This design comes from an exercise in tuning for a short achievable clock period and few clock cycles on the open sky130 flow, not from production work. Power and IR drop assume default switching activity.

==> inputs of v18 <==
==> flow/design.v <==
module Core (
	input clk,
	input clr,
	output rom_req,
	output [17:0] rom_addr,
	input [7:0] rom_data,
	output sram_req,
	output sram_we,
	output [18:0] sram_addr,
	output [7:0] sram_wdata,
	input [7:0] sram_rdata,
	input sram_done,
	output [15:1] rf_we,
	output [18:0] rf_wdata,
	output [15:1] rf_rsel1,
	output [15:1] rf_rsel2,
	input [18:0] rf_rdata1,
	input [18:0] rf_rdata2,
	input rf_rsmall2,
	output [15:1] rf_swe,
	output rf_small16,
	output rf_small19
	);
	localparam CMP = 5'd2, BLT = 5'd7, BLTE = 5'd8, LOAD = 5'd9, STORE = 5'd10,
	           JR = 5'd11, BE = 5'd12, BNE = 5'd13, SUBI = 5'd17, CMPI = 5'd18,
	           LOADI = 5'd23, STOREI = 5'd24, JA = 5'd25, BEI = 5'd26, BNEI = 5'd27,
	           BLTI = 5'd28, BLTEI = 5'd29, JS = 5'd30, INC = 5'd31;
	function [15:1] onehot(input [3:0] x);
		integer k;
		for (k = 1; k < 16; k = k + 1)
			onehot[k] = (x == k);
	endfunction
	reg [17:0] ra_q;      
	reg        rq_ld;     
	reg [17:0] fa_save;   
	assign rom_req = 1'b1;
	assign rom_addr = ra_q;
	reg       av_q;       
	reg [1:0] apos;       
	reg       a4_q;       
	reg [7:0]  bq;
	reg        bv_q;
	reg [1:0]  bpos;
	reg [15:1] rsA_q, rsB_q;    
	reg        fwdA_q, fwdB_q;  
	reg        smf_q;           
	reg [4:0]  op_q;
	reg [3:0]  ih_q;      
	reg [15:1] a_oh;      
	reg        brt_q;     
	reg [18:0] fres;      
	wire zf = ~|fres;
	wire nf = fres[18];
	reg [18:0] opA, opB;  
	reg [3:0]  sh;
	reg [15:1] wsel;      
	reg        fen;       
	reg        f_add, f_sub, f_and, f_or, f_xor, f_mov, f_shl, f_shr;
	reg        ldp;       
	reg        ldp_rom;
	reg [15:1] ldp_oh;
	reg        ldw;       
	reg        ldw_rom;
	reg [15:1] ldw_oh;
	reg        sreq_q, swe_q;
	reg [18:0] saddr_q;
	reg [7:0]  swd_q;
	assign sram_req = sreq_q;
	assign sram_we = swe_q;
	assign sram_addr = saddr_q;
	assign sram_wdata = swd_q;
	wire [7:0] ld_byte = ldw_rom ? rom_data : sram_rdata;
	assign rf_rsel1 = rsA_q;
	assign rf_rsel2 = rsB_q;
	wire [18:0] rA = fwdA_q ? {11'd0, ld_byte} : rf_rdata1;
	wire [18:0] rB = fwdB_q ? {11'd0, ld_byte} : rf_rdata2;
	reg [15:1] wp_oh;
	reg [18:0] wv_q;
	assign rf_swe = wp_oh;
	assign rf_small16 = ~|wv_q[15:4];
	assign rf_small19 = ~|wv_q[18:4];
	wire wv_smallB = (rsB_q[3] | rsB_q[4] | rsB_q[5]) ? rf_small19 : rf_small16;
	wire smallB = fwdB_q ? ~|ld_byte[7:4] : smf_q ? wv_smallB : rf_rsmall2;
	wire [18:0] sum;
	Adder19 _add(.a(opA), .b(opB), .cin(f_sub), .s(sum));
	wire [18:0] res = ({19{f_add | f_sub}} & sum)
	                | ({19{f_and}} & (opA & opB))
	                | ({19{f_or}}  & (opA | opB))
	                | ({19{f_xor}} & (opA ^ opB))
	                | ({19{f_mov}} & opB)
	                | ({19{f_shl}} & (opA << sh))
	                | ({19{f_shr}} & (opA >> sh));
	assign rf_we = wsel | ldw_oh;
	assign rf_wdata = ldw ? {11'd0, ld_byte} : res;
	wire alu2 = (op_q <= 5'd6) | (op_q == 5'd14) | (op_q == 5'd15) | (op_q == INC);
	wire alui = op_q[4] & (op_q <= 5'd22);
	wire is_rbr = (op_q == JR) | (op_q == BLT) | (op_q == BLTE) | (op_q == BE) | (op_q == BNE);
	wire rbr_taken = (op_q == JR) | ((op_q == BLT) & nf) | ((op_q == BLTE) & (nf | zf))
	               | ((op_q == BE) & zf) | ((op_q == BNE) & ~zf);
	wire ibr_taken = (op_q == JA) | (op_q == JS) | ((op_q == BLTI) & nf) | ((op_q == BLTEI) & (nf | zf))
	               | ((op_q == BEI) & zf) | ((op_q == BNEI) & ~zf);
	wire is_ibr = (op_q >= JA) & (op_q <= JS);
	wire d1 = bv_q & (bpos == 2'd1);            
	wire b3 = av_q & (apos == 2'd3);            
	wire [19:0] imm = {ih_q, bq, rom_data};
	wire rbr_go  = d1 & is_rbr & rbr_taken;
	wire ld2_rom = d1 & (op_q == LOAD) & ~smallB;
	wire ibr_go  = b3 & is_ibr & brt_q;
	wire ldi_le15 = (ih_q == 4'd0) & (bq == 8'd0) & (rom_data[7:4] == 4'd0);
	wire ldi_rom = b3 & (op_q == LOADI) & ~ldi_le15;
	always @(posedge clk or negedge clr) begin
		if (!clr) begin
			ra_q <= 18'd0;
			rq_ld <= 1'b0;
			av_q <= 1'b0;
			apos <= 2'd0;
			bv_q <= 1'b0;
			wsel <= 15'd0;
			fen <= 1'b0;
			ldp <= 1'b0;
			ldw <= 1'b0;
			ldw_oh <= 15'd0;
			sreq_q <= 1'b0;
			wp_oh <= 15'd0;
		end else begin
			rq_ld <= ld2_rom | ldi_rom;
			if (rq_ld)
				ra_q <= fa_save;
			else if (rbr_go)
				ra_q <= rA[17:0];
			else if (ld2_rom)
				ra_q <= rB[17:0];
			else if (ibr_go | ldi_rom)
				ra_q <= imm[17:0];
			else
				ra_q <= ra_q + 18'd1;
			if (ld2_rom | ldi_rom)
				fa_save <= ra_q + 18'd1;
			av_q <= ~rq_ld & ~rbr_go & ~ibr_go;
			if (rbr_go) begin
				apos <= 2'd0;
			end else if (av_q) begin
				case (apos)
					2'd0: begin
						apos <= 2'd1;
						a4_q <= rom_data[7] & ~&rom_data[6:3];
					end
					2'd1: apos <= a4_q ? 2'd2 : 2'd0;
					2'd2: apos <= 2'd3;
					2'd3: apos <= 2'd0;
				endcase
			end
			bq <= rom_data;
			bv_q <= av_q & ~rbr_go;
			bpos <= apos;
			rsA_q <= onehot(rom_data[7:4]);
			rsB_q <= onehot(rom_data[3:0]);
			fwdA_q <= ldp & |(ldp_oh & onehot(rom_data[7:4]));
			fwdB_q <= ldp & |(ldp_oh & onehot(rom_data[3:0]));
			smf_q <= |(rf_we & onehot(rom_data[3:0]));
			wp_oh <= rf_we;
			wv_q <= rf_wdata;
			wsel <= 15'd0;
			fen <= 1'b0;
			ldp <= 1'b0;
			sreq_q <= 1'b0;
			ldw <= ldp;
			ldw_rom <= ldp_rom;
			ldw_oh <= ldp ? ldp_oh : 15'd0;
			if (fen)
				fres <= res;
			saddr_q <= b3 ? imm[18:0] : rB;
			swd_q <= b3 ? opA[7:0] : rA[7:0];
			swe_q <= b3 ? (op_q == STOREI) : (op_q == STORE);
			if (bv_q && bpos == 2'd0)
				op_q <= bq[7:3];
			if (d1) begin
				ih_q <= bq[3:0];
				a_oh <= rsA_q;
				opA <= rA;
				brt_q <= ibr_taken;
				if (alu2) begin
					opB <= (op_q == INC) ? 19'd1 : ((op_q == 5'd1) | (op_q == CMP)) ? ~rB : rB;
					sh <= bq[3:0];
					wsel <= (op_q == CMP) ? 15'd0 : rsA_q;
					fen <= 1'b1;
				end
				if (op_q == LOAD) begin
					ldp <= 1'b1;
					ldp_rom <= ~smallB;
					ldp_oh <= rsA_q;
					sreq_q <= smallB;
				end
				if (op_q == STORE)
					sreq_q <= 1'b1;
				f_add <= (op_q == 5'd0) | (op_q == INC);
				f_sub <= (op_q == 5'd1) | (op_q == CMP);
				f_and <= (op_q == 5'd3);
				f_or  <= (op_q == 5'd4);
				f_xor <= (op_q == 5'd5);
				f_mov <= (op_q == 5'd6);
				f_shl <= (op_q == 5'd14);
				f_shr <= (op_q == 5'd15);
			end
			if (b3) begin
				if (alui) begin
					opB <= ((op_q == SUBI) | (op_q == CMPI)) ? ~imm[18:0] : imm[18:0];
					wsel <= (op_q == CMPI) ? 15'd0 : a_oh;
					fen <= 1'b1;
				end
				if (op_q == JS) begin
					opB <= {1'b0, ra_q};
					wsel <= onehot(4'd3);
				end
				if (op_q == LOADI) begin
					ldp <= 1'b1;
					ldp_rom <= ~ldi_le15;
					ldp_oh <= a_oh;
					sreq_q <= ldi_le15;
				end
				if (op_q == STOREI)
					sreq_q <= 1'b1;
				f_add <= (op_q == 5'd16);
				f_sub <= (op_q == SUBI) | (op_q == CMPI);
				f_and <= (op_q == 5'd19);
				f_or  <= (op_q == 5'd20);
				f_xor <= (op_q == 5'd21);
				f_mov <= (op_q == 5'd22) | (op_q == JS);
				f_shl <= 1'b0;
				f_shr <= 1'b0;
			end
		end
	end
endmodule
module Adder19 (
	input [18:0] a,
	input [18:0] b,
	input cin,
	output [18:0] s
	);
	wire [18:0] p0 = a ^ b;
	wire [18:0] g0 = (a & b) | {18'd0, p0[0] & cin};
	wire [18:0] g1, p1, g2, p2, g3, p3, g4, p4, g5, p5;
	genvar i;
	generate
		for (i = 0; i < 19; i = i + 1) begin : pre
			if (i >= 1) begin
				assign g1[i] = g0[i] | (p0[i] & g0[i-1]);
				assign p1[i] = p0[i] & p0[i-1];
			end else begin
				assign g1[i] = g0[i];
				assign p1[i] = p0[i];
			end
			if (i >= 2) begin
				assign g2[i] = g1[i] | (p1[i] & g1[i-2]);
				assign p2[i] = p1[i] & p1[i-2];
			end else begin
				assign g2[i] = g1[i];
				assign p2[i] = p1[i];
			end
			if (i >= 4) begin
				assign g3[i] = g2[i] | (p2[i] & g2[i-4]);
				assign p3[i] = p2[i] & p2[i-4];
			end else begin
				assign g3[i] = g2[i];
				assign p3[i] = p2[i];
			end
			if (i >= 8) begin
				assign g4[i] = g3[i] | (p3[i] & g3[i-8]);
				assign p4[i] = p3[i] & p3[i-8];
			end else begin
				assign g4[i] = g3[i];
				assign p4[i] = p3[i];
			end
			if (i >= 16) begin
				assign g5[i] = g4[i] | (p4[i] & g4[i-16]);
				assign p5[i] = p4[i] & p4[i-16];
			end else begin
				assign g5[i] = g4[i];
				assign p5[i] = p4[i];
			end
		end
	endgenerate
	assign s = p0 ^ {g5[17:0], cin};
endmodule
module Register_File (
	input clk,
	input [15:1] we,
	input [18:0] write_data,
	input [15:1] rsel_1,
	input [15:1] rsel_2,
	output [18:0] read_data_1,
	output [18:0] read_data_2,
	output read_small_2,
	input [15:1] small_we,
	input small16,
	input small19
	);
	reg [18:0] r [1:15];
	reg [15:1] sml;
	integer i;
	always @(posedge clk) begin
		for (i = 1; i < 16; i = i + 1) begin
			if (we[i]) begin
				r[i][15:0] <= write_data[15:0];
				if (i >= 3 && i <= 5)
					r[i][18:16] <= write_data[18:16];
			end
			if (small_we[i])
				sml[i] <= (i >= 3 && i <= 5) ? small19 : small16;
		end
	end
	reg [18:0] d1, d2;
	reg s2;
	always @(*) begin
		d1 = 19'd0;
		d2 = 19'd0;
		s2 = 1'b0;
		for (i = 1; i < 16; i = i + 1) begin
			d1 = d1 | ({19{rsel_1[i]}} & ((i >= 3 && i <= 5) ? r[i] : {3'd0, r[i][15:0]}));
			d2 = d2 | ({19{rsel_2[i]}} & ((i >= 3 && i <= 5) ? r[i] : {3'd0, r[i][15:0]}));
			s2 = s2 | (rsel_2[i] & sml[i]);
		end
	end
	assign read_data_1 = d1;
	assign read_data_2 = d2;
	assign read_small_2 = s2 | ~|rsel_2;
endmodule
module core_top (
	input clk,
	input clr,
	output rom_req,
	output [17:0] rom_addr,
	input [7:0] rom_data,
	output sram_req,
	output sram_we,
	output [18:0] sram_addr,
	output [7:0] sram_wdata,
	input [7:0] sram_rdata,
	input sram_done
	);
	wire [15:1] rf_we, rf_rsel1, rf_rsel2, rf_swe;
	wire [18:0] rf_wdata, rf_rdata1, rf_rdata2;
	wire rf_rsmall2, rf_small16, rf_small19;
	Core _Core(.clk(clk), .clr(clr),
		.rom_req(rom_req), .rom_addr(rom_addr), .rom_data(rom_data),
		.sram_req(sram_req), .sram_we(sram_we), .sram_addr(sram_addr),
		.sram_wdata(sram_wdata), .sram_rdata(sram_rdata), .sram_done(sram_done),
		.rf_we(rf_we), .rf_wdata(rf_wdata), .rf_rsel1(rf_rsel1), .rf_rsel2(rf_rsel2),
		.rf_rdata1(rf_rdata1), .rf_rdata2(rf_rdata2), .rf_rsmall2(rf_rsmall2),
		.rf_swe(rf_swe), .rf_small16(rf_small16), .rf_small19(rf_small19));
	Register_File _RegisterFile(.clk(clk), .we(rf_we), .write_data(rf_wdata),
		.rsel_1(rf_rsel1), .rsel_2(rf_rsel2),
		.read_data_1(rf_rdata1), .read_data_2(rf_rdata2), .read_small_2(rf_rsmall2),
		.small_we(rf_swe), .small16(rf_small16), .small19(rf_small19));
endmodule
==> flow/flow/run.sh <==
#!/bin/bash
# The standard layout (bash standard.sh), with timing repair aiming for a
# setup slack of MARGIN ns at the design's clock period, so that the
# layout is pushed below the period. Each tool's output goes to its own
# log under orfs/logs; make's own output goes to make.log here.
set -euo pipefail
MARGIN=6.5
bash standard.sh SETUP_SLACK_MARGIN=$MARGIN finish > make.log 2>&1
==> flow/standard.sh <==
#!/bin/bash
# synth_recipe.tcl (not shown) runs the flow's synth.tcl, then flattens the netlist and writes it again
# the make line also repeats each setting of config.mk as NAME=value (left out here)
make -C /OpenROAD-flow-scripts/flow DESIGN_CONFIG=/design/flow/config.mk WORK_HOME=/design/flow/orfs CLKGATE_MAP_FILE= SYNTH_SCRIPT=/design/flow/synth_recipe.tcl "${@:-finish}"
==> flow/config.mk <==
export PLATFORM = sky130hd
export DESIGN_NAME = core_top
export DESIGN_NICKNAME = core_top
export VERILOG_FILES = /design/flow/design.v
export SDC_FILE = /design/flow/constraint.sdc
export NUM_CORES = 4
export LEC_CHECK = 0
export ABC_CLOCK_PERIOD_IN_PS = 2500
export CAP_MARGIN = 20
export CORE_MARGIN = 2
export CORE_UTILIZATION = 40
export PLACE_DENSITY = 0.6
export SLEW_MARGIN = 20
==> flow/constraint.sdc <==
create_clock -name core_clock -period 9.0 [get_ports {clk}]
set_input_delay 1.8000 -clock core_clock [delete_from_list [all_inputs] [get_ports {clk}]]
set_output_delay 1.8000 -clock core_clock [all_outputs]
set_load 0.01 [all_outputs]
==> v21: changes against v18 <==
--- a/flow/design.v
+++ b/flow/design.v
@@ -83,4 +83,3 @@
 	wire smallB = fwdB_q ? ~|ld_byte[7:4] : smf_q ? wv_smallB : rf_rsmall2;
-	wire [18:0] sum;
-	Adder19 _add(.a(opA), .b(opB), .cin(f_sub), .s(sum));
+	wire [18:0] sum = opA + opB + {18'd0, f_sub};
 	wire [18:0] res = ({19{f_add | f_sub}} & sum)
@@ -171,5 +170,2 @@
 				fres <= res;
-			saddr_q <= b3 ? imm[18:0] : rB;
-			swd_q <= b3 ? opA[7:0] : rA[7:0];
-			swe_q <= b3 ? (op_q == STOREI) : (op_q == STORE);
 			if (bv_q && bpos == 2'd0)
@@ -192,5 +188,11 @@
 					sreq_q <= smallB;
+					swe_q <= 1'b0;
+					saddr_q <= rB;
 				end
-				if (op_q == STORE)
+				if (op_q == STORE) begin
 					sreq_q <= 1'b1;
+					swe_q <= 1'b1;
+					saddr_q <= rB;
+					swd_q <= rA[7:0];
+				end
 				f_add <= (op_q == 5'd0) | (op_q == INC);
@@ -219,5 +221,11 @@
 					sreq_q <= ldi_le15;
+					swe_q <= 1'b0;
+					saddr_q <= imm[18:0];
 				end
-				if (op_q == STOREI)
+				if (op_q == STOREI) begin
 					sreq_q <= 1'b1;
+					swe_q <= 1'b1;
+					saddr_q <= imm[18:0];
+					swd_q <= opA[7:0];
+				end
 				f_add <= (op_q == 5'd16);
@@ -234,53 +242,2 @@
 endmodule
-module Adder19 (
-	input [18:0] a,
-	input [18:0] b,
-	input cin,
-	output [18:0] s
-	);
-	wire [18:0] p0 = a ^ b;
-	wire [18:0] g0 = (a & b) | {18'd0, p0[0] & cin};
-	wire [18:0] g1, p1, g2, p2, g3, p3, g4, p4, g5, p5;
-	genvar i;
-	generate
-		for (i = 0; i < 19; i = i + 1) begin : pre
-			if (i >= 1) begin
-				assign g1[i] = g0[i] | (p0[i] & g0[i-1]);
-				assign p1[i] = p0[i] & p0[i-1];
-			end else begin
-				assign g1[i] = g0[i];
-				assign p1[i] = p0[i];
-			end
-			if (i >= 2) begin
-				assign g2[i] = g1[i] | (p1[i] & g1[i-2]);
-				assign p2[i] = p1[i] & p1[i-2];
-			end else begin
-				assign g2[i] = g1[i];
-				assign p2[i] = p1[i];
-			end
-			if (i >= 4) begin
-				assign g3[i] = g2[i] | (p2[i] & g2[i-4]);
-				assign p3[i] = p2[i] & p2[i-4];
-			end else begin
-				assign g3[i] = g2[i];
-				assign p3[i] = p2[i];
-			end
-			if (i >= 8) begin
-				assign g4[i] = g3[i] | (p3[i] & g3[i-8]);
-				assign p4[i] = p3[i] & p3[i-8];
-			end else begin
-				assign g4[i] = g3[i];
-				assign p4[i] = p3[i];
-			end
-			if (i >= 16) begin
-				assign g5[i] = g4[i] | (p4[i] & g4[i-16]);
-				assign p5[i] = p4[i] & p4[i-16];
-			end else begin
-				assign g5[i] = g4[i];
-				assign p5[i] = p4[i];
-			end
-		end
-	endgenerate
-	assign s = p0 ^ {g5[17:0], cin};
-endmodule
 module Register_File (
--- a/flow/flow/run.sh
+++ b/flow/flow/run.sh
@@ -6,3 +6,3 @@
 set -euo pipefail
-MARGIN=6.5
+MARGIN=6.0
 bash standard.sh SETUP_SLACK_MARGIN=$MARGIN finish > make.log 2>&1
==> v19: changes against v18 <==
--- a/flow/design.v
+++ b/flow/design.v
@@ -83,4 +83,3 @@
 	wire smallB = fwdB_q ? ~|ld_byte[7:4] : smf_q ? wv_smallB : rf_rsmall2;
-	wire [18:0] sum;
-	Adder19 _add(.a(opA), .b(opB), .cin(f_sub), .s(sum));
+	wire [18:0] sum = opA + opB + {18'd0, f_sub};
 	wire [18:0] res = ({19{f_add | f_sub}} & sum)
@@ -171,5 +170,2 @@
 				fres <= res;
-			saddr_q <= b3 ? imm[18:0] : rB;
-			swd_q <= b3 ? opA[7:0] : rA[7:0];
-			swe_q <= b3 ? (op_q == STOREI) : (op_q == STORE);
 			if (bv_q && bpos == 2'd0)
@@ -192,5 +188,11 @@
 					sreq_q <= smallB;
+					swe_q <= 1'b0;
+					saddr_q <= rB;
 				end
-				if (op_q == STORE)
+				if (op_q == STORE) begin
 					sreq_q <= 1'b1;
+					swe_q <= 1'b1;
+					saddr_q <= rB;
+					swd_q <= rA[7:0];
+				end
 				f_add <= (op_q == 5'd0) | (op_q == INC);
@@ -219,5 +221,11 @@
 					sreq_q <= ldi_le15;
+					swe_q <= 1'b0;
+					saddr_q <= imm[18:0];
 				end
-				if (op_q == STOREI)
+				if (op_q == STOREI) begin
 					sreq_q <= 1'b1;
+					swe_q <= 1'b1;
+					saddr_q <= imm[18:0];
+					swd_q <= opA[7:0];
+				end
 				f_add <= (op_q == 5'd16);
@@ -234,53 +242,2 @@
 endmodule
-module Adder19 (
-	input [18:0] a,
-	input [18:0] b,
-	input cin,
-	output [18:0] s
-	);
-	wire [18:0] p0 = a ^ b;
-	wire [18:0] g0 = (a & b) | {18'd0, p0[0] & cin};
-	wire [18:0] g1, p1, g2, p2, g3, p3, g4, p4, g5, p5;
-	genvar i;
-	generate
-		for (i = 0; i < 19; i = i + 1) begin : pre
-			if (i >= 1) begin
-				assign g1[i] = g0[i] | (p0[i] & g0[i-1]);
-				assign p1[i] = p0[i] & p0[i-1];
-			end else begin
-				assign g1[i] = g0[i];
-				assign p1[i] = p0[i];
-			end
-			if (i >= 2) begin
-				assign g2[i] = g1[i] | (p1[i] & g1[i-2]);
-				assign p2[i] = p1[i] & p1[i-2];
-			end else begin
-				assign g2[i] = g1[i];
-				assign p2[i] = p1[i];
-			end
-			if (i >= 4) begin
-				assign g3[i] = g2[i] | (p2[i] & g2[i-4]);
-				assign p3[i] = p2[i] & p2[i-4];
-			end else begin
-				assign g3[i] = g2[i];
-				assign p3[i] = p2[i];
-			end
-			if (i >= 8) begin
-				assign g4[i] = g3[i] | (p3[i] & g3[i-8]);
-				assign p4[i] = p3[i] & p3[i-8];
-			end else begin
-				assign g4[i] = g3[i];
-				assign p4[i] = p3[i];
-			end
-			if (i >= 16) begin
-				assign g5[i] = g4[i] | (p4[i] & g4[i-16]);
-				assign p5[i] = p4[i] & p4[i-16];
-			end else begin
-				assign g5[i] = g4[i];
-				assign p5[i] = p4[i];
-			end
-		end
-	endgenerate
-	assign s = p0 ^ {g5[17:0], cin};
-endmodule
 module Register_File (
==> flow/run.sh (new file) <==
#!/bin/bash
# synth_recipe.tcl (not shown) runs the flow's synth.tcl, then flattens the netlist and writes it again
# the make line also repeats each setting of config.mk as NAME=value (left out here)
make -C /OpenROAD-flow-scripts/flow DESIGN_CONFIG=/design/flow/config.mk WORK_HOME=/design/flow/orfs CLKGATE_MAP_FILE= SYNTH_SCRIPT=/design/flow/synth_recipe.tcl finish
Settings changed: ABC_CLOCK_PERIOD_IN_PS 2500 to 3000, SETUP_SLACK_MARGIN set to 5.
removed: flow/flow/run.sh
removed: flow/standard.sh
==> results.txt <==
metric	v21	v19	v18
Status	finished clean	finished clean	finished clean
Comb group	1990 µW	1640 µW	2410 µW
Hold_ws	0.4471 ns	0.4474 ns	0.4430 ns
Distinct cell type count of the synthesized netlist	85	85	75
Crit path max-delay cell type	a2111o_1	clkdlybuf4s50_1	a2111o_1
Met3 routed wirelength	13.00 mm	12.14 mm	13.78 mm
HPWL after detailed placement	64.89 mm	65.10 mm	63.12 mm
Launch instance of the worst register-to-register path	_Core.f_sub	_Core.f_sub	_Core.opB[0]
Clock-cell share of area	5.518%	6.148%	5.828%
Clock buffer instance count of the final layout	87	82	79
Dpl cells	3112	3113	3036
Count of cell instances traversed by the critical path	9	7	11
Routed length on met1	39.46 mm	38.92 mm	40.74 mm
Fill cell instance count of the final layout	5971	6141	5652
Post-Place Cell Area	29080 µm²	28980 µm²	29040 µm²
Chip height	265.8 µm	265.8 µm	264.0 µm
First-pass GRT wire length	148.5 mm	147.3 mm	154.6 mm
Total power	7789 µW	7592 µW	8437 µW
Final worst path period need	3.239 ns	4.000 ns	3.151 ns
Vias in the first global route	21097	20983	21466
Via count of the routed design	22164	21403	22611
GR Layer Usage met3	6.322%	6.340%	7.485%
Uppermost layer routed	met5	met5	met4
Crit path launch type	flop	input port	flop
No functional check of the RTL was part of any run of this note.

[what the ideal ports hide]
In the flow no input, the clock included, has a driving cell. The finished layouts below were timed again as built, in two steps.
Step 1, drivers: a clkbuf_16 drives clk and a buf_2 each remaining input, both assumed.
Step 2, shift: input delay + t, output delay - t, t = (earliest + latest rising clock arrival at the registers) / 2. This alone moves slack from input paths to output paths.
Three values: ideal ports, drivers, drivers and shift; two values: the first two.
run | t (ns) | setup WS [ns] | hold WS [ns] | worst setup path at the end | clock arrival spread, ns
v18 | 0.677 | 5.849 / 5.849 / 5.202 | 0.443 / 0.443 / 0.443 | input to register | 0.065 / 0.065
v21 | 0.682 | 5.761 / 5.761 / 5.266 | 0.447 / 0.447 / 0.447 | input to register | 0.077 / 0.076
v19 | 0.696 | 5.000 / 5.035 / 4.339 | 0.447 / 0.447 / 0.447 | input to register | 0.078 / 0.077
After both steps setup and hold are still met in every run listed. The setup slack of v19, which loses most, moves by +0.035 ns with the drivers and by -0.661 ns with both steps.
